What follows belongs to an exercise in optimizing a design on an open flow for small area and a short achievable clock period; a production flow would make more cautious choices.
Where RTL was checked, it was by simulation tests only, not by an equivalence proof against the original.
Function not checked in runs 3 to 5: the RTL went through the layout flow alone.
Power and IR drop assume default switching activity.

## flow/flow/run.sh

```bash
#!/bin/bash
set -o pipefail
export BUFFER_PORTS_ARGS="-buffer_cell sky130_fd_sc_hd__buf_2"
export SETUP_MOVE_SEQUENCE="unbuffer,sizeup,swap"
bash standard.sh finish > standard.log 2>&1
```

## flow/standard.sh

```bash
#!/bin/bash
# synth_recipe.tcl (not shown) runs the flow's synth.tcl, then flattens the netlist and writes it again
# the make line also repeats each setting of config.mk as NAME=value (left out here)
make -C /OpenROAD-flow-scripts/flow DESIGN_CONFIG=/design/flow/config.mk WORK_HOME=/design/flow/orfs CLKGATE_MAP_FILE= SYNTH_SCRIPT=/design/flow/synth_recipe.tcl "${@:-finish}"
```

## flow/config.mk

```make
export PLATFORM = sky130hd
export DESIGN_NAME = cpu8
export DESIGN_NICKNAME = cpu8
export VERILOG_FILES = /design/flow/design.v
export SDC_FILE = /design/flow/constraint.sdc
export NUM_CORES = 4
export LEC_CHECK = 0
export CAP_MARGIN = 20
export CORE_MARGIN = 2
export CORE_UTILIZATION = 40
export SETUP_SLACK_MARGIN = 4
export SLEW_MARGIN = 20
```

## flow/constraint.sdc

```tcl
create_clock -name core_clock -period 7.0 [get_ports {clk}]
set_input_delay 1.4000 -clock core_clock [delete_from_list [all_inputs] [get_ports {clk}]]
set_output_delay 1.4000 -clock core_clock [all_outputs]
set_load 0.01 [all_outputs]
```

## flow/design.v

```verilog
module cpu8(clk,rst,IR,Data_in,PC,MW_out,Address,Data_out,R0d,R1d,R2d,R3d,R4d,R5d,R6d,R7d);
input clk,rst;
input [15:0] IR;
input [7:0] Data_in;
output [7:0] PC;
output MW_out;
output [7:0] Address,Data_out,R0d,R1d,R2d,R3d,R4d,R5d,R6d,R7d;
reg [7:0] PC;
reg [7:0] R0d,R1d,R2d,R3d,R4d,R5d,R6d,R7d;
wire [2:0] DA = IR[8:6];
wire [2:0] AA = IR[5:3];
wire [2:0] BA = IR[2:0];
wire MB = IR[15];
wire MD = IR[13];
wire RW = ~IR[14];
wire MW = IR[14] & ~IR[15];
wire PL = IR[14] & IR[15];
wire JB = IR[13];
wire BC = IR[9];
wire [3:0] FS = {IR[12:10], ~PL & IR[9]};
reg [7:0] A, Bd;
always @(*) begin
	case (AA)
	3'd0: A = R0d; 3'd1: A = R1d; 3'd2: A = R2d; 3'd3: A = R3d;
	3'd4: A = R4d; 3'd5: A = R5d; 3'd6: A = R6d; default: A = R7d;
	endcase
	case (BA)
	3'd0: Bd = R0d; 3'd1: Bd = R1d; 3'd2: Bd = R2d; 3'd3: Bd = R3d;
	3'd4: Bd = R4d; 3'd5: Bd = R5d; 3'd6: Bd = R6d; default: Bd = R7d;
	endcase
end
wire [7:0] B = MB ? {5'b00000, IR[2:0]} : Bd;
wire [7:0] X = FS[2] ? (FS[1] ? 8'hFF : ~B) : (FS[1] ? B : 8'h00);
wire [8:0] S9 = {A, 1'b1} + {X, FS[0]};
wire [7:0] S = S9[8:1];
reg [7:0] L;
always @(*) begin
	case (FS[2:0])
	3'd0: L = A & B;
	3'd1: L = A | B;
	3'd2: L = A ^ B;
	3'd3: L = ~A;
	3'd4: L = B;
	3'd5: L = {1'b0, B[7:1]};
	3'd6: L = {B[6:0], 1'b0};
	default: L = 8'h00;
	endcase
end
wire [7:0] G = FS[3] ? L : S;
wire [7:0] BusD = MD ? Data_in : G;
wire WE = RW & ~rst;
always @(posedge clk) begin
	if (WE && DA == 3'd0) R0d <= BusD;
	if (WE && DA == 3'd1) R1d <= BusD;
	if (WE && DA == 3'd2) R2d <= BusD;
	if (WE && DA == 3'd3) R3d <= BusD;
	if (WE && DA == 3'd4) R4d <= BusD;
	if (WE && DA == 3'd5) R5d <= BusD;
	if (WE && DA == 3'd6) R6d <= BusD;
	if (WE && DA == 3'd7) R7d <= BusD;
end
assign MW_out = MW & ~rst;
assign Address = A;
assign Data_out = B;
wire [2:0] f = IR[12:10];
wire [2:0] K = IR[2:0];
wire hz = ~|A[7:3];
wire h1 = (A[7:3] == 5'b00001);
wire ho = &A[7:3];
wire t0 = ~|A[6:3];
wire t1 = &A[6:3];
wire [3:0] lp = {1'b0, A[2:0]} + {1'b0, K};
wire Zp = (lp[2:0] == 3'd0) & (lp[3] ? ho : hz);
wire Np = A[7] ^ (lp[3] & t1);
wire [2:0] Km = f[0] ? 3'd0 : K;
wire [3:0] lm = {1'b0, A[2:0]} + {1'b0, ~Km};
wire Zm = (lm[2:0] == 3'd0) & (lm[3] ? hz : h1);
wire Nm = A[7] ^ (~lm[3] & t0);
reg Zb, Nb;
always @(*) begin
	case (f)
	3'd0: begin Zb = hz & (A[2:0] == 3'd0); Nb = A[7]; end
	3'd1: begin Zb = Zp; Nb = Np; end
	3'd2, 3'd3: begin Zb = Zm; Nb = Nm; end
	3'd4: begin Zb = ((A[2:0] & K) == 3'd0); Nb = 1'b0; end
	3'd5: begin Zb = hz & (A[2:0] == K); Nb = A[7]; end
	default: begin Zb = (K == 3'd0); Nb = 1'b0; end
	endcase
end
wire jump = PL & JB;
wire branch = PL & ~JB & (BC ? Nb : Zb);
wire [7:0] ic;
assign ic[0] = 1'b1;
genvar gi;
generate for (gi = 1; gi < 8; gi = gi + 1) begin : inc
	assign ic[gi] = ic[gi-1] & PC[gi-1];
end endgenerate
wire [7:0] PC_inc = PC ^ ic;
wire [7:0] PC_br = PC + {2'b00, IR[8:6], IR[2:0]};
always @(posedge clk) begin
	if (rst) PC <= 8'd0;
	else if (jump) PC <= A;
	else if (branch) PC <= PC_br;
	else PC <= PC_inc;
end
endmodule
```

==> results of run 1 <==
critical path, delay by kind of cell:
kind | cells | cell delay [ps]
AOI/OAI and AO/OA | 6 | 1360
adders and majority gates | 2 | 720
and+or+nand+nor | 4 | 640
muxes | 1 | 330
buffers and inverters | 1 | 170
sequential cells by signal (all words and copies together), names as in the netlist:
register / flops
R4d: 8
R2d: 8
R5d: 8
R3d: 8
R6d: 8
R1d: 8
R0d: 8
R7d: 8
PC: 8
per-layer routing:
| layer | routed length, um | global-route usage (%) |
|---|---|---|
| met5 | 0 | 0 |
| met4 | 238 | 5.54 |
| met3 | 1160 | 5.17 |
| met2 | 8820 | 39.9 |
| met1 | 8080 | 34.2 |
repair_timing:
action | CTS | global route
buffers inserted | 0 | 0
endpoints found under the hold margin | 0 | 0
pin swaps | 40 | 25
setup endpoints to repair | 89 | 89
resized for setup | 84 | 20
cell usage in the layout (no fill, tap or decap), drive strengths merged, types with 7 or more instances in the layout:
| master | n |
|---|---|
| clkbuf | 9 |
| inv | 32 |
| nand2 | 41 |
| o21ai | 41 |
| nand2b | 15 |
| a211oi | 18 |
| mux2i | 19 |
| a31oi | 7 |
| dfxtp | 8 |
| mux2 | 20 |
| o22ai | 7 |
| ha | 43 |
| buf | 117 |
| edfxtp | 64 |
| nand3 | 14 |
| nor3 | 8 |
| a21o | 10 |
| nor2 | 56 |
| xnor2 | 10 |
| a21oi | 33 |
cell type report:
type / instances / area, um^2
multi-input cells: 441 / 3830
clock buffers: 9 / 225
flip-flops and latches: 72 / 2080
clock inverters: 7 / 47.5
fillers: 1245 / 6510
repair buffers: 117 / 806
well taps: 180 / 225
inverters: 32 / 154
where the power goes:
group / switching [mW] / total [mW] / leakage (nW) / internal, mW
Sequential: 0.0103 / 0.502 / 0.646 / 0.492
Combinational: 0.232 / 0.408 / 2.23 / 0.177
Clock: 0.180 / 0.419 / 0.123 / 0.239
worst max path at each step:
stage,startpoint,endpoint,slack (ps),cells past startpoint
CTS,IR[5],PC[1],2670,14
global route,IR[0],R7d[7],2450,19
floorplan,IR[2],R0d[6],2430,17
finish,IR[5],PC[1],2610,14
global placement,IR[0],R0d[7],1700,19
detailed placement,IR[0],R5d[7],1570,19
logic make-up after synthesis:
kind of cell,count (synthesis)
AOI/OAI and AO/OA,158
and+or+nand+nor,175
xor gates and xnor gates,16
DFF,72
muxes,45
adders and majority gates,47
buffers and inverters,69
stage by stage:
step	power [mW]	setup WS [ps]	utilization (%)	cell area, um^2	instances
2_1_floorplan	0.783	2430	-	6110	582
3_5_place_dp	0.871	1570	47.7	6620	842
4_1_cts	1.32	2670	52.4	7270	858
6_report	1.33	2610	53.1	7370	858
3_3_place_gp	0.864	1700	47.7	6620	842
5_1_grt	1.40	2450	53.1	7370	858
synth_stat cells, types with 4 or more instances:
| library cell | count |
|---|---|
| edfxtp_1 | 64 |
| nor2_1 | 55 |
| ha_1 | 43 |
| nand2_1 | 39 |
| o21ai_0 | 36 |
| a21oi_1 | 32 |
| inv_1 | 27 |
| clkbuf_1 | 25 |
| mux2_2 | 19 |
| mux2i_1 | 19 |
| a211oi_1 | 16 |
| nand2b_1 | 15 |
| nand3_1 | 14 |
| a21o_1 | 10 |
| xnor2_1 | 10 |
| dfxtp_1 | 8 |
| nor3_1 | 8 |
| o22ai_1 | 7 |
| a31oi_1 | 6 |
| mux4_2 | 6 |
| nand3b_1 | 6 |
| nor3b_1 | 6 |
| xor2_1 | 6 |
| a311oi_1 | 5 |
| inv_2 | 5 |
| nor2b_1 | 5 |
| or3_1 | 5 |
| buf_6 | 4 |
| fa_1 | 4 |
| o211ai_1 | 4 |
| o21ai_1 | 4 |
==> flow_summary_export.csv, run 1 <==
group,metric,value,unit
sta,period_minus_slack,4390,ps
synth,synth_compound_area_share,19.6,%
critical_path,crit_path_start_kind,"input port",
synth,synth-edff-count,64,
global_route,gr-usage-all-layers,24.7,%
min_path,hold_start,"PC[7]",
clocking,worstSkewPairLatency,350,ps
drt,final_antenna_net_count,0,
min_path,min_to,"PC[7]",
floorplanning,die_y,123,um
drt,drc,0,
critical_path,cp_cell_sequence,"buf_16, mux2_4, a22oi_2, o2111ai_4, ha_4, fa_2, nor2_2, nand3_1, a21oi_2, a311oi_2, o311ai_4, nand2_4, or2_0, a311oi_2",
sta,slew_headroom,23.0,%
synth,syn_area_per_cell,9.78,um^2
power_and_ir_drop,vdd_drop_max,0.129,mV
floorplanning,die_w,123,um
sta,setup_viol,0,
critical_path,cp_common_cell,"a311oi_2",
global_route,grt_pass1_wl,27.9,mm
sta,finalClockSkew,8.05,ps
clocking,cts_sinks,72,
placed_design,port-buffer-count,114,
clocking,cts_buffers,9,
flow_run,maxCapViolations,0,
global_route,antenna_found_initial,0,
critical_path,end_kind,"flop",
critical_path,reg2reg_to,"PC[1]",
sta,final_hold_viol_count,0,
floorplanning,io_pins,115,
floorplanning,dieArea,15200,um^2
sta,rsz0062_at_grt,"yes",
synth,ys_seq_area_share,36.6,%
drt,vias,5083,
clocking,h-tree-depth,3,
global_route,grt_max_degree,47,
layout,antenna_cells,0,
synth,synth_area,5690,um^2
sta,fmax,0.228,GHz
synth,synth_top_family_by_area,"compound AO/OA/AOI/OAI gates",
critical_path,crit_slowest_cell,"o311ai_4",
drt,wl,18.3,mm
drt,wl_per_cell,21.3,um
power_and_ir_drop,power_leakage,3.00,nW
layout,layout.nets,746,
clocking,ctsHoldBuffers,0,
critical_path,arrival,4650,ps
layout,drive_above_1_share,37.0,%
clocking,clkSlewWorstSetupHoldPaths,60,ps
critical_path,crit_fanout,31,
drt,first_iter_violations,449,
synth,async_flop_share,0,%
synth,synthDistinctLibCells,79,
floorplanning,rows,43,
synth,synth_warnings,1,
clocking,cts_buffer_depth,2,
floorplanning,core,13900,um^2
sta,holdWs,593,ps
clocking,cts-root-buf,"clkbuf_16",
synth,synthAdderAreaFrac,10.9,%
synth,ys_dominant_reg_cell,"edfxtp_1",
global_route,grt_pass1_vias,4903,
critical_path,regToRegStartpoint,"R4d[0]",
floorplanning,initial_utilization,41.0,%
synth,synth_cells,582,
critical_path,r2r_slack,3440,ps
synth,synthSimpleGateAreaFrac,15.4,%
sta,fin_crit_sh,62.7,%
min_path,min_path_cells,2,
synth,yosys_register_bits,72,
placed_design,dpl.hpwl,13.3,mm
synth,netlist.area_leader.share,33.8,%
synth,synth_top_area_cell,"edfxtp_1",
min_path,hold_class,"flop to flop",
placed_design,gp_congestion,0.908,
critical_path,worst-r2r-cell-count,13,
sta,worstMarginPinSlew,1150,ps
drt,vias_per_cell,5.92,
layout,syn2layout_area_growth,29.4,%
synth,synth_xor_area_share,2.46,%
synth,synth_nets,655,
sta,setup_tns,0,ps
drt,drt_pass1_iterations,4,
run_status,status,"timing/DRC/antenna clean",
critical_path,worstSetupPathType,"input port to flop",
sta,drv_slew,0,
global_route,globalRoute.totalOverflow,0,
clocking,tritoncts,"built",
critical_path,critPathRequiredTime,7260,ps
synth,synthMuxAreaShare,9.73,%
synth,yosys-top-cells-area,"edfxtp_1 (34%), ha_1 (9.4%), mux2_2 (3.8%), nor2_1 (3.6%), mux2i_1 (3.3%)",
power_and_ir_drop,power.density,180,nW/um^2
critical_path,max_stage_delay,440,ps
==> inputs of run 2 (changes only) <==
==> flow/flow/run.sh (replaced) <==
#!/bin/bash
set -o pipefail
export BUFFER_PORTS_ARGS="-buffer_cell sky130_fd_sc_hd__buf_2"
bash standard.sh finish > standard.log 2>&1
--- a/flow/config.mk
+++ b/flow/config.mk
@@ -8,5 +8,5 @@
 export CAP_MARGIN = 20
 export CORE_MARGIN = 2
 export CORE_UTILIZATION = 40
-export SETUP_SLACK_MARGIN = 4
+export SETUP_SLACK_MARGIN = 2.5
 export SLEW_MARGIN = 20
==> flow_summary_export.csv, run 2 <==
group,metric,value,unit
run_status,status,"timing/DRC/antenna clean",
sta,rsz0062_at_grt,"no",
critical_path,cp.buffers_inverters,3,
synth,synthDistinctLibCells,79,
drt,drc,0,
floorplanning,die_y,123,um
sta,fmax,0.227,GHz
critical_path,crit_path_start_kind,"input port",
sta,fin_crit_sh,62.9,%
global_route,gr-usage-all-layers,23.9,%
synth,synth-edff-count,64,
drt,wl_per_cell,21.4,um
clocking,ctsHoldBuffers,0,
critical_path,crit_fanout,22,
clocking,cts_buffer_depth,2,
synth,synth_top_area_cell,"edfxtp_1",
synth,async_flop_share,0,%
floorplanning,io_pins,115,
drt,first_iter_violations,458,
drt,vias_per_cell,6.00,
layout,fillerInstances,1307,
synth,synth.most_common_cell,"edfxtp_1",
sta,final_hold_viol_count,0,
clocking,cts-root-buf,"clkbuf_16",
sta,finalClockSkew,10.3,ps
layout,syn2layout_area_growth,22.7,%
power_and_ir_drop,p_clk_share,34.5,%
sta,fin_ws,2590,ps
power_and_ir_drop,power.density,193,nW/um^2
global_route,grt_max_degree,47,
floorplanning,die_w,123,um
synth,ys_dominant_reg_cell,"edfxtp_1",
clocking,clkSlewWorstSetupHoldPaths,60,ps
power_and_ir_drop,pwr-share-seq,37.3,%
layout,multi_input_area,3500,um^2
global_route,grt_pass1_wl,27.1,mm
clocking,cts_buffers,9,
critical_path,arrival,4480,ps
critical_path,cp_cell_sequence,"buf_16, nand2b_1, mux4_2, a211oi_4, a21oi_4, inv_2, nand2_1, nand2_2, ha_4, nor2b_1, o21ai_1, a21oi_2, o21ai_1, nand2b_1, buf_4, xnor2_1, o22ai_1, mux2_4",
placed_design,pre_cts_ws,1450,ps
floorplanning,core,13900,um^2
drt,drt_pass1_iterations,5,
synth,synth_area,5690,um^2
clocking,worstSkewPairLatency,350,ps
clocking,h-tree-depth,3,
layout,layout.nets,756,
placed_design,dp.cells,841,
sta,period_minus_slack,4410,ps
clocking,tritoncts,"built",
global_route,antenna_found_initial,0,
synth,yosys_register_bits,72,
layout,layout_common_cells,"buf_2 (108), edfxtp_1 (64), nor2_1 (55), ha_1 (41), nand2_1 (38)",
sta,setup_tns,0,ps
critical_path,cp_top_family,"compound AO/OA/AOI/OAI gates",
placed_design,dpl.hpwl,13.1,mm
critical_path,worstSetupPathType,"input port to flop",
sta,worstMarginPinSlew,1060,ps
sta,setup_viol,0,
synth,netlist.area_leader.share,33.8,%
layout,seq_area,2080,um^2
critical_path,crit_slowest_cell,"mux4_2",
critical_path,critPathRequiredTime,7080,ps
synth,synth_nets,655,
synth,synth_cells,582,
sta,drv_slew,0,
clocking,cts_sinks,72,
flow_run,maxCapViolations,0,
critical_path,max_stage_delay,510,ps
critical_path,end_kind,"flop",
layout,layout_commonest_cell,"buf_2",
synth,synth_warnings,1,
global_route,grt_pass1_vias,4710,
layout,drive_above_1_share,32.3,%
power_and_ir_drop,power.total,1.35,mW
power_and_ir_drop,p_switching,0.423,mW
synth,yosys-top-cells-area,"edfxtp_1 (34%), ha_1 (9.4%), mux2_2 (3.8%), nor2_1 (3.6%), mux2i_1 (3.3%)",
power_and_ir_drop,p_int,0.923,mW
drt,final_antenna_net_count,0,
floorplanning,dieArea,15200,um^2
power_and_ir_drop,combPwrFrac,28.2,%
global_route,globalRoute.totalOverflow,0,
layout,fin_util,50.4,%
sta,slew_headroom,29.0,%
drt,vias,5210,
power_and_ir_drop,power_leakage,2.89,nW
layout,antenna_cells,0,
min_path,hold_class,"flop to flop",
power_and_ir_drop,swShare,31.4,%
placed_design,gp_congestion,0.874,
drt,wl,18.6,mm
layout,finalNonFillerCells,868,
synth,ys_seq_area_share,36.6,%
synth,syn_area_per_cell,9.78,um^2
floorplanning,rows,43,
floorplanning,initial_utilization,41.0,%
power_and_ir_drop,vdd_drop_max,0.130,mV
placed_design,port-buffer-count,114,
synth,synth_common_cells,"edfxtp_1 (64), nor2_1 (55), ha_1 (43)",
run 2: cell counts after synthesis:
No cell type changed its count.
run 2: area by class of cell:
cell class	instances	share of cell area, %
clock buffers	9	3.22
clock inverters	7	1.02
inverters	32	1.95
multi-input cells	441	50.1
flip-flops and latches	72	29.8
well taps	180	3.22
repair buffers	126	10.7
repair inverters	1	0.0716
run 2: final timing paths:
path              slack (ps)    from  cells past startpoint  endpoint
setup / recovery        2590   IR[0]                     18    R4d[5]
hold / removal           600   PC[7]                      2     PC[7]
setup reg to reg        3430  R2d[0]                     15    R6d[6]
hold reg to reg          600   PC[7]                      2     PC[7]
run 2: what timing repair did:
item | in CTS | in global routing
buffers inserted | 5 | 4
pin swaps | 5 | 13
cloned | 0 | 2
setup endpoints to repair | 71 | 34
gates resized for setup | 28 | 23
run 2: stage by stage:
step	hold slack (ps)	area, um^2
4_1_cts	597	6830
3_3_place_gp	581	6380
3_5_place_dp	589	6380
6_report	597	6990
5_1_grt	645	6990
2_1_floorplan	625	5800
run 2: cells by family (layout without fill, tap and decap cells):
family,count (synthesis),in the layout,synth area share (%)
muxes,45,45,9.73
buffers and inverters,69,175,5.32
xor gates and xnor gates,16,16,2.46
DFF,72,72,36.6
adders and majority gates,47,47,10.9
and+or+nand+nor,175,175,15.4
AOI/OAI and AO/OA,158,158,19.6
run 2: worst min-delay path: stages (launching register included):
cell and delay [ps]:
dfxtp_1 350, o21a_1 140, o31ai_2 60
run 2: routing by layer:
metal | vias to the layer above | global-route usage [%] | wire [um]
met5 | - | 0 | 0
met4 | 0 | 7.67 | 314
met3 | 24 | 4.11 | 1190
met2 | 229 | 36.8 | 8530
met1 | 2584 | 34.2 | 8510
li1 | 2373 | - | -
run 2: power by group through the flow:
stage / clock [mW] / sequential [mW] / combinational [mW]
floorplan: 0 / 0.512 / 0.247
global placement: 0 / 0.510 / 0.335
detailed placement: 0 / 0.511 / 0.342
CTS: 0.470 / 0.502 / 0.357
global route: 0.483 / 0.503 / 0.414
finish: 0.464 / 0.502 / 0.380
==> inputs of run 3 (changes only) <==
--- a/flow/design.v
+++ b/flow/design.v
@@ -64,27 +64,38 @@
 assign Data_out = B;
 wire [2:0] f = IR[12:10];
 wire [2:0] K = IR[2:0];
-wire hz = ~|A[7:3];
+wire hz = ~|A[7:3];                  
+wire ho = &A[7:3];                   
 wire h1 = (A[7:3] == 5'b00001);
-wire ho = &A[7:3];
 wire t0 = ~|A[6:3];
 wire t1 = &A[6:3];
-wire [3:0] lp = {1'b0, A[2:0]} + {1'b0, K};
-wire Zp = (lp[2:0] == 3'd0) & (lp[3] ? ho : hz);
-wire Np = A[7] ^ (lp[3] & t1);
-wire [2:0] Km = f[0] ? 3'd0 : K;
-wire [3:0] lm = {1'b0, A[2:0]} + {1'b0, ~Km};
-wire Zm = (lm[2:0] == 3'd0) & (lm[3] ? hz : h1);
-wire Nm = A[7] ^ (~lm[3] & t0);
+wire kz = (K == 3'd0);
+wire [2:0] negK = 3'd0 - K;          
+wire [2:0] Km = f[0] ? 3'd0 : K;     
+wire [2:0] Km1 = Km + 3'd1;
+wire km7 = (Km == 3'd7);
+reg [2:0] tlo;
+reg sz, so, s1;
+always @(*) begin
+	tlo = 3'd0; sz = 1'b1; so = 1'b0; s1 = 1'b0;
+	case (f)
+	3'd1: begin tlo = negK; sz = kz; so = ~kz; end
+	3'd2, 3'd3: begin tlo = Km1; sz = ~km7; s1 = km7; end
+	3'd5: tlo = K;
+	default: ;
+	endcase
+end
+wire Zc = (A[2:0] == tlo) & ((sz & hz) | (so & ho) | (s1 & h1));
+wire c3p = ~kz & (A[2:0] >= negK);   
+wire c3m = ~km7 & (A[2:0] >= Km1);   
 reg Zb, Nb;
 always @(*) begin
 	case (f)
-	3'd0: begin Zb = hz & (A[2:0] == 3'd0); Nb = A[7]; end
-	3'd1: begin Zb = Zp; Nb = Np; end
-	3'd2, 3'd3: begin Zb = Zm; Nb = Nm; end
+	3'd0, 3'd5: begin Zb = Zc; Nb = A[7]; end
+	3'd1: begin Zb = Zc; Nb = A[7] ^ (c3p & t1); end
+	3'd2, 3'd3: begin Zb = Zc; Nb = A[7] ^ (~c3m & t0); end
 	3'd4: begin Zb = ((A[2:0] & K) == 3'd0); Nb = 1'b0; end
-	3'd5: begin Zb = hz & (A[2:0] == K); Nb = A[7]; end
-	default: begin Zb = (K == 3'd0); Nb = 1'b0; end
+	default: begin Zb = kz; Nb = 1'b0; end
 	endcase
 end
 wire jump = PL & JB;
--- a/flow/config.mk
+++ b/flow/config.mk
@@ -5,8 +5,9 @@
 export SDC_FILE = /design/flow/constraint.sdc
 export NUM_CORES = 4
 export LEC_CHECK = 0
+export ABC_AREA = 1
 export CAP_MARGIN = 20
 export CORE_MARGIN = 2
 export CORE_UTILIZATION = 40
-export SETUP_SLACK_MARGIN = 2.5
+export SETUP_SLACK_MARGIN = 2
 export SLEW_MARGIN = 20
==> flow_summary_export.csv, run 3 <==
group,metric,value,unit
run_status,status,"timing/DRC/antenna clean",
placed_design,pre_cts_ws,1160,ps
critical_path,critPathRequiredTime,7050,ps
synth,synth.most_common_cell,"nand2_1",
sta,finalClockSkew,6.67,ps
min_path,min_path_cells,3,
critical_path,reg2reg_to,"R5d[7]",
critical_path,arrival,4830,ps
critical_path,cp_common_cell,"nand2_1",
global_route,grt_pass1_wl,31.1,mm
synth,synth_area,5610,um^2
layout,layout.nets,928,
floorplanning,io_pins,115,
global_route,globalRoute.totalOverflow,0,
power_and_ir_drop,vdd_drop_max,0.122,mV
clocking,clkSlewWorstSetupHoldPaths,60,ps
sta,fin_ws,2230,ps
drt,wl,21.1,mm
drt,highest_layer,"met4",
synth,synth_common_cells,"nand2_1 (158), nor2_1 (101), inv_1 (89)",
layout,multi_input_area,3200,um^2
placed_design,dpl.hpwl,16.3,mm
drt,vias,5897,
critical_path,max_stage_delay,340,ps
sta,period_minus_slack,4770,ps
sta,worstMarginPinSlew,1100,ps
power_and_ir_drop,power.density,199,nW/um^2
synth,yosys-top-cells-area,"edfxtp_1 (34%), nand2_1 (11%), ha_1 (10%), nor2_1 (6.8%), inv_1 (6.0%)",
drt,drt_pass1_iterations,7,
min_path,hold_start,"PC[0]",
floorplanning,die_y,122,um
clocking,cts_buffer_depth,2,
min_path,hold_class,"flop to flop",
clocking,cts_buffers,9,
critical_path,r2r_slack,3520,ps
sta,drv_slew,0,
global_route,grt_pass1_vias,5439,
sta,fmax,0.210,GHz
layout,layout_common_cells,"nand2_1 (156), buf_2 (111), nor2_1 (96), inv_1 (82), edfxtp_1 (64)",
critical_path,crit_path_start_kind,"input port",
global_route,gr-usage-all-layers,28.0,%
critical_path,end_kind,"flop",
drt,first_iter_violations,643,
synth,yosys_register_bits,72,
drt,wl_met3,1.77,mm
floorplanning,core,13800,um^2
min_path,min_to,"PC[0]",
drt,vias_per_cell,5.69,
sta,rsz0062_at_grt,"no",
layout,syn2layout_area_growth,23.4,%
placed_design,port-buffer-count,114,
layout,fillerInstances,1402,
layout,antenna_cells,0,
power_and_ir_drop,power_leakage,3.25,nW
synth,synth_warnings,1,
clocking,tritoncts,"built",
clocking,cts-root-buf,"clkbuf_16",
synth,syn_area_per_cell,7.68,um^2
sta,setup_tns,0,ps
synth,synth-edff-count,64,
critical_path,crit_fanout,15,
floorplanning,initial_utilization,40.8,%
synth,synth_cells,731,
sta,final_hold_viol_count,0,
synth,ys_dominant_reg_cell,"edfxtp_1",
sta,fin_crit_sh,68.2,%
critical_path,worstSetupPathType,"input port to flop",
drt,dr_wl_met2,9.47,mm
drt,m1WireLength,9.16,mm
synth,async_flop_share,0,%
flow_run,maxCapViolations,0,
synth,synthDistinctLibCells,46,
floorplanning,die_w,122,um
synth,netlist.area_leader.share,34.2,%
drt,drc,0,
placed_design,gp_congestion,1.01,
layout,fin_util,50.3,%
clocking,h-tree-depth,3,
clocking,worstSkewPairLatency,340,ps
layout,seq_area,2080,um^2
drt,wl_per_cell,20.3,um
critical_path,regToRegStartpoint,"R5d[0]",
synth,ys_seq_area_share,37.1,%
sta,slew_headroom,26.3,%
synth,synth_nets,806,
floorplanning,dieArea,15000,um^2
drt,final_antenna_net_count,0,
sta,setup_viol,0,
critical_path,crit_slowest_cell,"buf_2",
layout,layout_commonest_cell,"nand2_1",
layout,drive_above_1_share,23.8,%
synth,synth_top_area_cell,"edfxtp_1",
clocking,cts_sinks,72,
global_route,antenna_found_initial,0,
floorplanning,rows,43,
critical_path,cp_cell_sequence,"buf_2, nand2_2, nor2_2, nand2_1, o21ai_0, nor2_1, nand2_1, nand2_2, inv_1, ha_1, buf_4, a21oi_1, nand2_1, nand2_1, nand2_1, a21oi_1, nor2_1, nor2_1, o21bai_1, or2_2, nand3_1, a21oi_2",
global_route,grt_max_degree,25,
critical_path,worst-r2r-cell-count,20,
==> run 3: cell families (layout without fill, tap and decap cells) <==
kind of cell               Yosys count  in the layout  synth area share (%)
AOI/OAI and AO/OA                  117            117                  13.3
xor gates and xnor gates             9              9                  1.40
adders and majority gates           49             49                  11.2
buffers and inverters              120            245                  8.51
DFF                                 72             72                  37.1
and+or+nand+nor                    364            364                  28.5
==> run 3: final cells by class <==
type | instances | area share, %
Multi-Input combinational cell | 539 | 46.2
Sequential cell | 72 | 30.1
Timing Repair Buffer | 130 | 10.1
Inverter | 101 | 5.67
Clock buffer | 9 | 3.25
Tap cell | 180 | 3.25
Clock inverter | 5 | 1.41
==> run 3: what timing repair did <==
item                                    in CTS  in global routing
resized for setup                           12                 36
hold buffers                                 0                  0
buffers inserted                             0                 16
pin swaps                                    0                  9
endpoints found under the setup margin      43                 58
==> run 3: through the flow <==
stage | instance area [um^2] | power, mW | hold WS (ps) | cells
global placement | 6310 | 0.836 | 613 | 1006
floorplan | 5620 | 0.732 | 608 | 731
CTS | 6680 | 1.35 | 627 | 1020
finish | 6930 | 1.38 | 626 | 1036
global route | 6930 | 1.44 | 700 | 1036
detailed placement | 6310 | 0.841 | 607 | 1006
==> run 3: worst max-delay path by stage <==
stage	start	to	slack, ps	cells after the start
CTS	IR[0]	R5d[7]	2000	25
global route	IR[1]	R5d[7]	1970	28
finish	IR[4]	R2d[6]	2230	22
detailed placement	IR[1]	R6d[7]	1160	26
floorplan	IR[1]	R0d[7]	2040	29
global placement	IR[1]	R5d[7]	1480	27
==> run 3: where the power goes <==
part           internal (mW)  switching (mW)
Sequential             0.491         0.00971
Clock                  0.341           0.168
Combinational          0.125           0.245
==> run 3: metal layers <==
metal | global-route usage, % | vias up
met2 | 42.4 | 328
met5 | 0 | -
met3 | 5.95 | 57
li1 | - | 2745
met4 | 9.63 | 0
met1 | 39.5 | 2767
==> run 3: worst max-delay path: cells and delay by family <==
| kind | cells | cell delay, ps |
|---|---|---|
| AND/OR/NAND/NOR | 13 | 1660 |
| buffers and inverters | 3 | 760 |
| AO/OA/AOI/OAI | 5 | 650 |
| adder cells (fa/ha/maj) | 1 | 320 |
==> inputs of run 4 (changes only) <==
--- a/flow/config.mk
+++ b/flow/config.mk
@@ -5,7 +5,6 @@
 export SDC_FILE = /design/flow/constraint.sdc
 export NUM_CORES = 4
 export LEC_CHECK = 0
-export ABC_AREA = 1
 export CAP_MARGIN = 20
 export CORE_MARGIN = 2
 export CORE_UTILIZATION = 40
==> flow_summary_export.csv, run 4 <==
group,metric,value,unit
floorplanning,die_w,122,um
power_and_ir_drop,power.density,204,nW/um^2
flow_run,maxCapViolations,0,
drt,drc,0,
layout,fillerInstances,1244,
drt,wl_per_cell,21.8,um
global_route,antenna_found_initial,0,
layout,drive_above_1_share,32.4,%
global_route,globalRoute.totalOverflow,0,
synth,synth_compound_area_share,19.5,%
drt,wl,18.4,mm
floorplanning,initial_utilization,41.3,%
floorplanning,rows,42,
synth,synth.most_common_cell,"edfxtp_1",
floorplanning,io_pins,115,
sta,period_minus_slack,5230,ps
run_status,status,"timing/DRC/antenna clean",
layout,layout_commonest_cell,"buf_2",
power_and_ir_drop,vdd_drop_max,0.143,mV
synth,synth_xor_area_share,2.69,%
synth,synth-edff-count,64,
drt,first_iter_violations,404,
sta,fmax,0.191,GHz
critical_path,crit_path_start_kind,"input port",
power_and_ir_drop,p_int,0.998,mW
clocking,cts_buffer_depth,2,
synth,synthDistinctLibCells,69,
synth,synth_top_family_by_area,"compound AO/OA/AOI/OAI gates",
global_route,grt_pass1_vias,4916,
global_route,grt_pass1_wl,27.9,mm
synth,synth_warnings,1,
synth,yosys_register_bits,72,
synth,synthSimpleGateAreaFrac,11.6,%
critical_path,crit_path_end,"Data_out[5]",
placed_design,dpl.hpwl,13.3,mm
placed_design,gp_congestion,0.862,
sta,drv_slew,0,
critical_path,reg2reg_to,"R7d[7]",
layout,antenna_cells,0,
layout,finalNonFillerCells,845,
clocking,worstSkewPairLatency,340,ps
critical_path,r2r_slack,3090,ps
synth,yosys-top-cells-area,"edfxtp_1 (35%), ha_1 (11%), mux2_2 (5.5%), mux2i_1 (3.4%), nand2_1 (3.3%)",
layout,syn2layout_area_growth,24.3,%
synth,syn_area_per_cell,10.1,um^2
drt,vias,5079,
critical_path,regToRegStartpoint,"R1d[2]",
sta,worstMarginPinSlew,1140,ps
clocking,clkSlewWorstSetupHoldPaths,60,ps
global_route,grt_max_degree,45,
drt,final_antenna_net_count,0,
min_path,hold_class,"flop to flop",
clocking,h-tree-depth,3,
critical_path,worstSetupPathType,"input port to output port",
sta,holdWs,529,ps
drt,drt_pass1_iterations,6,
sta,slew_headroom,23.5,%
critical_path,arrival,3830,ps
synth,netlist.area_leader.share,34.7,%
synth,synth_top_area_cell,"edfxtp_1",
clocking,ctsHoldBuffers,0,
layout,layout_common_cells,"buf_2 (108), edfxtp_1 (64), nand2_1 (48), ha_1 (42), inv_1 (32)",
power_and_ir_drop,pwr-share-seq,35.8,%
synth,synthAdderAreaFrac,11.7,%
layout,layout.nets,739,
sta,fin_crit_sh,74.7,%
power_and_ir_drop,p_switching,0.405,mW
synth,ys_seq_area_share,37.6,%
clocking,cts_buffers,9,
floorplanning,core,13400,um^2
placed_design,dp.cells,811,
synth,ys_dominant_reg_cell,"edfxtp_1",
synth,synth_nets,625,
drt,vias_per_cell,6.01,
synth,synth_cells,550,
synth,synthMuxAreaShare,11.6,%
critical_path,worst-r2r-cell-count,16,
power_and_ir_drop,swShare,28.9,%
critical_path,end_kind,"output port",
critical_path,critPathLaunch,"IR[1]",
critical_path,critPathRequiredTime,5600,ps
floorplanning,die_y,122,um
clocking,cts_sinks,72,
placed_design,port-buffer-count,114,
sta,rsz0062_at_grt,"yes",
sta,final_hold_viol_count,0,
clocking,cts-root-buf,"clkbuf_16",
power_and_ir_drop,combPwrFrac,26.4,%
sta,setup_viol,0,
critical_path,crit_fanout,7,
clocking,tritoncts,"built",
power_and_ir_drop,power_leakage,2.90,nW
placed_design,pre_cts_ws,972,ps
power_and_ir_drop,p_clk_share,37.8,%
sta,finalClockSkew,5.93,ps
global_route,gr-usage-all-layers,25.0,%
synth,synth_area,5530,um^2
synth,async_flop_share,0,%
sta,setup_tns,0,ps
sta,fin_ws,1770,ps
synth,synth_common_cells,"edfxtp_1 (64), nand2_1 (48), ha_1 (47)",
floorplanning,dieArea,14800,um^2
[run 4: layout make-up]
class	instances	area, um^2	area share (%)
clock buffer	9	225	3.27
clock inverter	7	118	1.71
inverter	36	143	2.07
multi-input combinational	410	3300	48.0
sequential	72	2080	30.3
tap	176	220	3.20
timing repair buffer	135	787	11.4
[run 4: kinds of logic (layout without fill, tap and decap cells)]
group / after synthesis / after routing
fa+ha+maj: 51 / 51
compound gates: 155 / 155
mux: 53 / 53
buf+inv: 68 / 187
xor+xnor: 17 / 17
flops: 72 / 72
simple gates: 134 / 134
[run 4: power by group through the flow]
stage	Combinational, mW	Sequential [mW]	Clock (mW)
6_report	0.371	0.502	0.530
4_1_cts	0.362	0.502	0.535
3_3_place_gp	0.338	0.511	0
3_5_place_dp	0.346	0.511	0
5_1_grt	0.407	0.503	0.552
2_1_floorplan	0.245	0.512	0
[run 4: metal layers]
layer | routed length [um] | track usage [%]
met5 | 0 | 0
met4 | 461 | 7.90
met3 | 1570 | 5.10
met2 | 9020 | 42.1
met1 | 7380 | 32.3
[run 4: critical path, stage by stage]
cell        delay (ps)
buf_12              90
clkinvlp_4         130
ha_4               210
ha_4               170
or4_4              500
nor2_4             170
buf_4              160
nand2_1             50
a41oi_1            670
buf_2              270
[run 4: worst min path at each step]
| stage | startpoint | to | cells past startpoint |
|---|---|---|---|
| after detailed placement | PC[0] | PC[0] | 1 |
| after global routing | PC[0] | PC[0] | 1 |
| after floorplan | PC[0] | PC[0] | 1 |
| after CTS | PC[0] | PC[0] | 1 |
| final | PC[0] | PC[0] | 1 |
| after global placement | PC[0] | PC[0] | 1 |
[run 4: per-stage QoR]
step / cell area, um^2 / utilization, % / power [mW]
floorplan: 5650 / - / 0.757
CTS: 6810 / 50.8 / 1.40
finish: 6880 / 51.3 / 1.40
global route: 6880 / 51.3 / 1.46
detailed placement: 6290 / 47.0 / 0.857
global placement: 6280 / 46.9 / 0.849
[run 4: repair_timing]
item                                    4_1_cts  5_1_grt
setup buffers                                12        5
pin swaps                                     9        8
resized for setup                            20        6
endpoints found under the setup margin       67       56
==> inputs of run 5 (changes only) <==
--- a/flow/design.v
+++ b/flow/design.v
@@ -70,24 +70,29 @@
 wire t0 = ~|A[6:3];
 wire t1 = &A[6:3];
 wire kz = (K == 3'd0);
-wire [2:0] negK = 3'd0 - K;          
-wire [2:0] Km = f[0] ? 3'd0 : K;     
-wire [2:0] Km1 = Km + 3'd1;
-wire km7 = (Km == 3'd7);
-reg [2:0] tlo;
-reg sz, so, s1;
-always @(*) begin
-	tlo = 3'd0; sz = 1'b1; so = 1'b0; s1 = 1'b0;
-	case (f)
-	3'd1: begin tlo = negK; sz = kz; so = ~kz; end
-	3'd2, 3'd3: begin tlo = Km1; sz = ~km7; s1 = km7; end
-	3'd5: tlo = K;
-	default: ;
-	endcase
-end
-wire Zc = (A[2:0] == tlo) & ((sz & hz) | (so & ho) | (s1 & h1));
-wire c3p = ~kz & (A[2:0] >= negK);   
-wire c3m = ~km7 & (A[2:0] >= Km1);   
+wire km7 = ~f[0] & (K == 3'd7);      
+wire [7:0] Ad, Kd, Kmd;              
+wire [7:0] Mz, Cp, Cm;               
+genvar gj;
+generate for (gj = 0; gj < 8; gj = gj + 1) begin : dec
+	assign Ad[gj] = (A[2:0] == gj);
+	assign Kd[gj] = (K == gj);
+	assign Kmd[gj] = f[0] ? (gj == 0) : Kd[gj];
+end endgenerate
+generate for (gj = 0; gj < 8; gj = gj + 1) begin : msk
+	assign Mz[gj] = (f == 3'd0) ? (gj == 0) :
+	                (f == 3'd1) ? Kd[(8 - gj) % 8] :
+	                (f == 3'd5) ? Kd[gj] :
+	                              Kmd[(gj + 7) % 8];
+	assign Cp[gj] = |(Kd >> (8 - gj)) ;
+	assign Cm[gj] = |(Kmd & ((8'd1 << gj) - 8'd1));
+end endgenerate
+wire Zlo = |(Ad & Mz);
+wire c3p = |(Ad & Cp);
+wire c3m = |(Ad & Cm);
+wire hsel = (f == 3'd1) ? (kz ? hz : ho) :
+            (f[2:1] == 2'b01) ? (km7 ? h1 : hz) : hz;
+wire Zc = Zlo & hsel;
 reg Zb, Nb;
 always @(*) begin
 	case (f)
==> flow_summary_export.csv, run 5 <==
group,metric,value,unit
critical_path,max_stage_delay,690,ps
power_and_ir_drop,power.density,202,nW/um^2
power_and_ir_drop,p_int,1.03,mW
synth,synth_top_area_cell,"edfxtp_1",
sta,setup_tns,0,ps
sta,final_hold_viol_count,0,
synth,ys_seq_area_share,35.2,%
power_and_ir_drop,power_leakage,2.88,nW
critical_path,crit_slowest_cell,"o21ai_0",
sta,rsz0062_at_grt,"no",
drt,wl,19.5,mm
sta,worstMarginPinSlew,978,ps
drt,vias_per_cell,6.10,
global_route,grtUsageMet2,39.7,%
sta,slew_headroom,34.6,%
placed_design,gp_congestion,0.899,
critical_path,worstSetupPathType,"input port to output port",
floorplanning,die_y,126,um
min_path,hold_start,"PC[7]",
clocking,cts_buffer_depth,2,
layout,layout_commonest_cell,"buf_2",
layout,fillerInstances,1357,
flow_run,maxCapViolations,0,
clocking,tritoncts,"built",
sta,fin_ws,2230,ps
sta,period_minus_slack,4770,ps
layout,syn2layout_area_growth,20.5,%
sta,drv_slew,0,
global_route,grt_max_degree,43,
floorplanning,die_w,126,um
critical_path,end_kind,"output port",
sta,fmax,0.210,GHz
clocking,h-tree-depth,3,
synth,synth_warnings,1,
critical_path,critPathRequiredTime,5600,ps
critical_path,crit_fanout,34,
power_and_ir_drop,combPwrFrac,26.0,%
drt,first_iter_violations,621,
global_route,antenna_found_initial,1,
global_route,grt_pass1_vias,5442,
clocking,cts-root-buf,"clkbuf_16",
power_and_ir_drop,p_switching,0.416,mW
drt,vias,5553,
synth,synth_nets,676,
clocking,ctsHoldBuffers,0,
global_route,globalRoute.totalOverflow,0,
layout,fin_util,49.2,%
run_status,status,"timing/DRC/antenna clean",
layout,layout.nets,783,
sta,fin_crit_sh,68.2,%
floorplanning,io_pins,115,
floorplanning,dieArea,15800,um^2
synth,yosys-top-cells-area,"edfxtp_1 (32%), ha_1 (7.4%), mux2i_1 (4.6%), nor2_1 (4.2%), a21oi_1 (3.0%)",
global_route,top_usage_layer,"met2",
critical_path,regToRegStartpoint,"R5d[1]",
synth,syn_area_per_cell,9.66,um^2
drt,final_antenna_net_count,0,
clocking,cts_buffers,9,
layout,multi_input_area,3540,um^2
critical_path,cp_top_family,"compound AO/OA/AOI/OAI gates",
critical_path,worst-r2r-cell-count,19,
placed_design,dpl.hpwl,14.4,mm
synth,yosys_register_bits,72,
critical_path,critPathLaunch,"IR[1]",
clocking,cts_sinks,72,
synth,netlist.area_leader.share,32.5,%
synth,async_flop_share,0,%
synth,synth.most_common_cell,"nor2_1",
synth,synth_cells,613,
critical_path,cp.buffers_inverters,4,
global_route,met3_usage,3.74,%
placed_design,pre_cts_ws,1260,ps
sta,finalClockSkew,8.55,ps
placed_design,port-buffer-count,114,
power_and_ir_drop,p_clk_share,39.3,%
min_path,min_path_cells,3,
floorplanning,initial_utilization,40.9,%
clocking,clkSlewWorstSetupHoldPaths,60,ps
global_route,grt_pass1_wl,30.4,mm
global_route,use_met1,33.6,%
sta,setup_viol,0,
power_and_ir_drop,vdd_drop_max,0.127,mV
layout,drive_above_1_share,29.9,%
clocking,worstSkewPairLatency,340,ps
synth,synth_area,5920,um^2
synth,ys_dominant_reg_cell,"edfxtp_1",
critical_path,crit_path_start_kind,"input port",
drt,drt_pass1_iterations,5,
floorplanning,rows,44,
power_and_ir_drop,pwr-share-seq,34.7,%
critical_path,crit_cells,7,
layout,seq_area,2080,um^2
global_route,gr-usage-all-layers,24.5,%
power_and_ir_drop,swShare,28.8,%
synth,synth_common_cells,"nor2_1 (66), edfxtp_1 (64), nand2_1 (46)",
floorplanning,core,14500,um^2
critical_path,cp_cell_sequence,"buf_12, clkinvlp_4, a311oi_1, a31oi_1, o21ai_0, inv_1, buf_2",
synth,synthDistinctLibCells,86,
min_path,hold_class,"flop to flop",
critical_path,arrival,3370,ps
layout,layout_common_cells,"buf_2 (108), nor2_1 (66), edfxtp_1 (64), nand2_1 (46), ha_1 (35)",
drt,drc,0,
drt,wl_per_cell,21.4,um
synth,synth-edff-count,64,
-- run 5: cell count changes after synthesis, sizes merged, moves of 6 or more --
cell	before	now
a21oi	31	38
mux2	28	18
buf	11	19
nor2	31	69
nand2b	10	16
a222oi	9	0
inv	35	29
mux2i	19	27
ha	47	35
o221ai	1	10
-- run 5: path summary, 6_finish.rpt --
path                       to  slack (ps)
setup / recovery  Data_out[5]        2230
hold / removal          PC[7]         640
setup reg to reg       R5d[7]        3240
hold reg to reg         PC[7]         640
-- run 5: cell families (layout without fill, tap and decap cells) --
| group | Yosys count | count (layout) | synth area share [%] |
|---|---|---|---|
| other cells | 0 | 1 | 0 |
| simple gates | 182 | 182 | 15.2 |
| compound gates | 185 | 185 | 22.8 |
| flops | 72 | 72 | 35.2 |
| xor+xnor | 15 | 15 | 2.22 |
| mux | 52 | 52 | 10.7 |
| buf+inv | 69 | 181 | 5.60 |
| fa+ha+maj | 38 | 38 | 8.26 |
-- run 5: worst min-delay path: stages (launching register included) --
cell      delay [ps]
dfxtp_1          320
nand3b_1          70
or3_1            100
o311ai_1          80
-- run 5: layout make-up --
cell class                      instances  area share [%]
Sequential cell                        72            29.2
Tap cell                              184            3.23
Clock buffer                            9            3.16
Antenna cell                            1          0.0351
Multi-Input combinational cell        472            49.6
Clock inverter                          7            2.02
Inverter                               30            1.77
Timing Repair Buffer                  135            10.9
-- run 5: timing repair --
item,4_1_cts,5_1_grt
pin swaps,0,3
setup endpoints to repair,26,26
setup buffers,0,15
resized for setup,6,20
-- run 5: routing by layer --
layer  vias to the layer above  routed length (um)
met5                         -                   0
met4                         0                 427
met3                        30                1250
met2                       227                9480
met1                      2760                8330
li1                       2536                   -
-- run 5: metrics by stage --
step | cells | area (um^2) | hold slack [ps] | power [mW]
floorplan | 613 | 5930 | 609 | 0.766
CTS | 893 | 6940 | 635 | 1.43
global placement | 877 | 6550 | 599 | 0.857
detailed placement | 877 | 6550 | 611 | 0.862
global route | 910 | 7130 | 676 | 1.50
finish | 910 | 7130 | 637 | 1.44
-- run 5: power by group through the flow --
| stage | sequential [mW] | combinational [mW] | clock [mW] |
|---|---|---|---|
| 2_1_floorplan | 0.511 | 0.254 | 0 |
| 3_3_place_gp | 0.510 | 0.347 | 0 |
| 3_5_place_dp | 0.510 | 0.353 | 0 |
| 4_1_cts | 0.501 | 0.357 | 0.571 |
| 5_1_grt | 0.502 | 0.412 | 0.586 |
| 6_report | 0.501 | 0.375 | 0.567 |

## separate check: timing with driven ports
How much do the figures lean on ideal ports? The routed layouts below were timed once more, with nothing changed but the port constraints. Step 1 assumes that a clkbuf_16 drives the clock port and a buf_2 every other input. Step 2 moves the port delays by t, midway between the first and last clock arrival at a register: inputs arrive t later, outputs are due t later. That takes back most of the time a late clock gives input paths. a / b / c = no drivers / after step 1 / after step 2; a / b = the first two.
| run | t (ns) | setup slack, ns | latest minus earliest clock arrival (ns) | slew at the worst register clock pin (ns) | worst data-port slew with drivers (ns) |
|---|---|---|---|---|---|
| run 1 | 0.383 | 2.613 / 2.563 / 2.180 | 0.008 / 0.008 | 0.06 / 0.06 | 0.08 |
| run 2 | 0.386 | 2.595 / 2.415 / 2.063 | 0.010 / 0.010 | 0.06 / 0.06 | 0.20 |
| run 3 | 0.379 | 2.228 / 2.236 / 1.858 | 0.006 / 0.007 | 0.06 / 0.06 | 0.04 |
| run 4 | 0.370 | 1.772 / 1.708 / 1.448 | 0.005 / 0.006 | 0.06 / 0.06 | 0.06 |
| run 5 | 0.378 | 2.229 / 2.167 / 1.934 | 0.008 / 0.008 | 0.06 / 0.06 | 0.06 |
After both steps setup and hold are still met in every run listed. For run 2, which loses most, drivers alone change the setup slack by -0.180 ns; drivers and shift together by -0.532 ns.
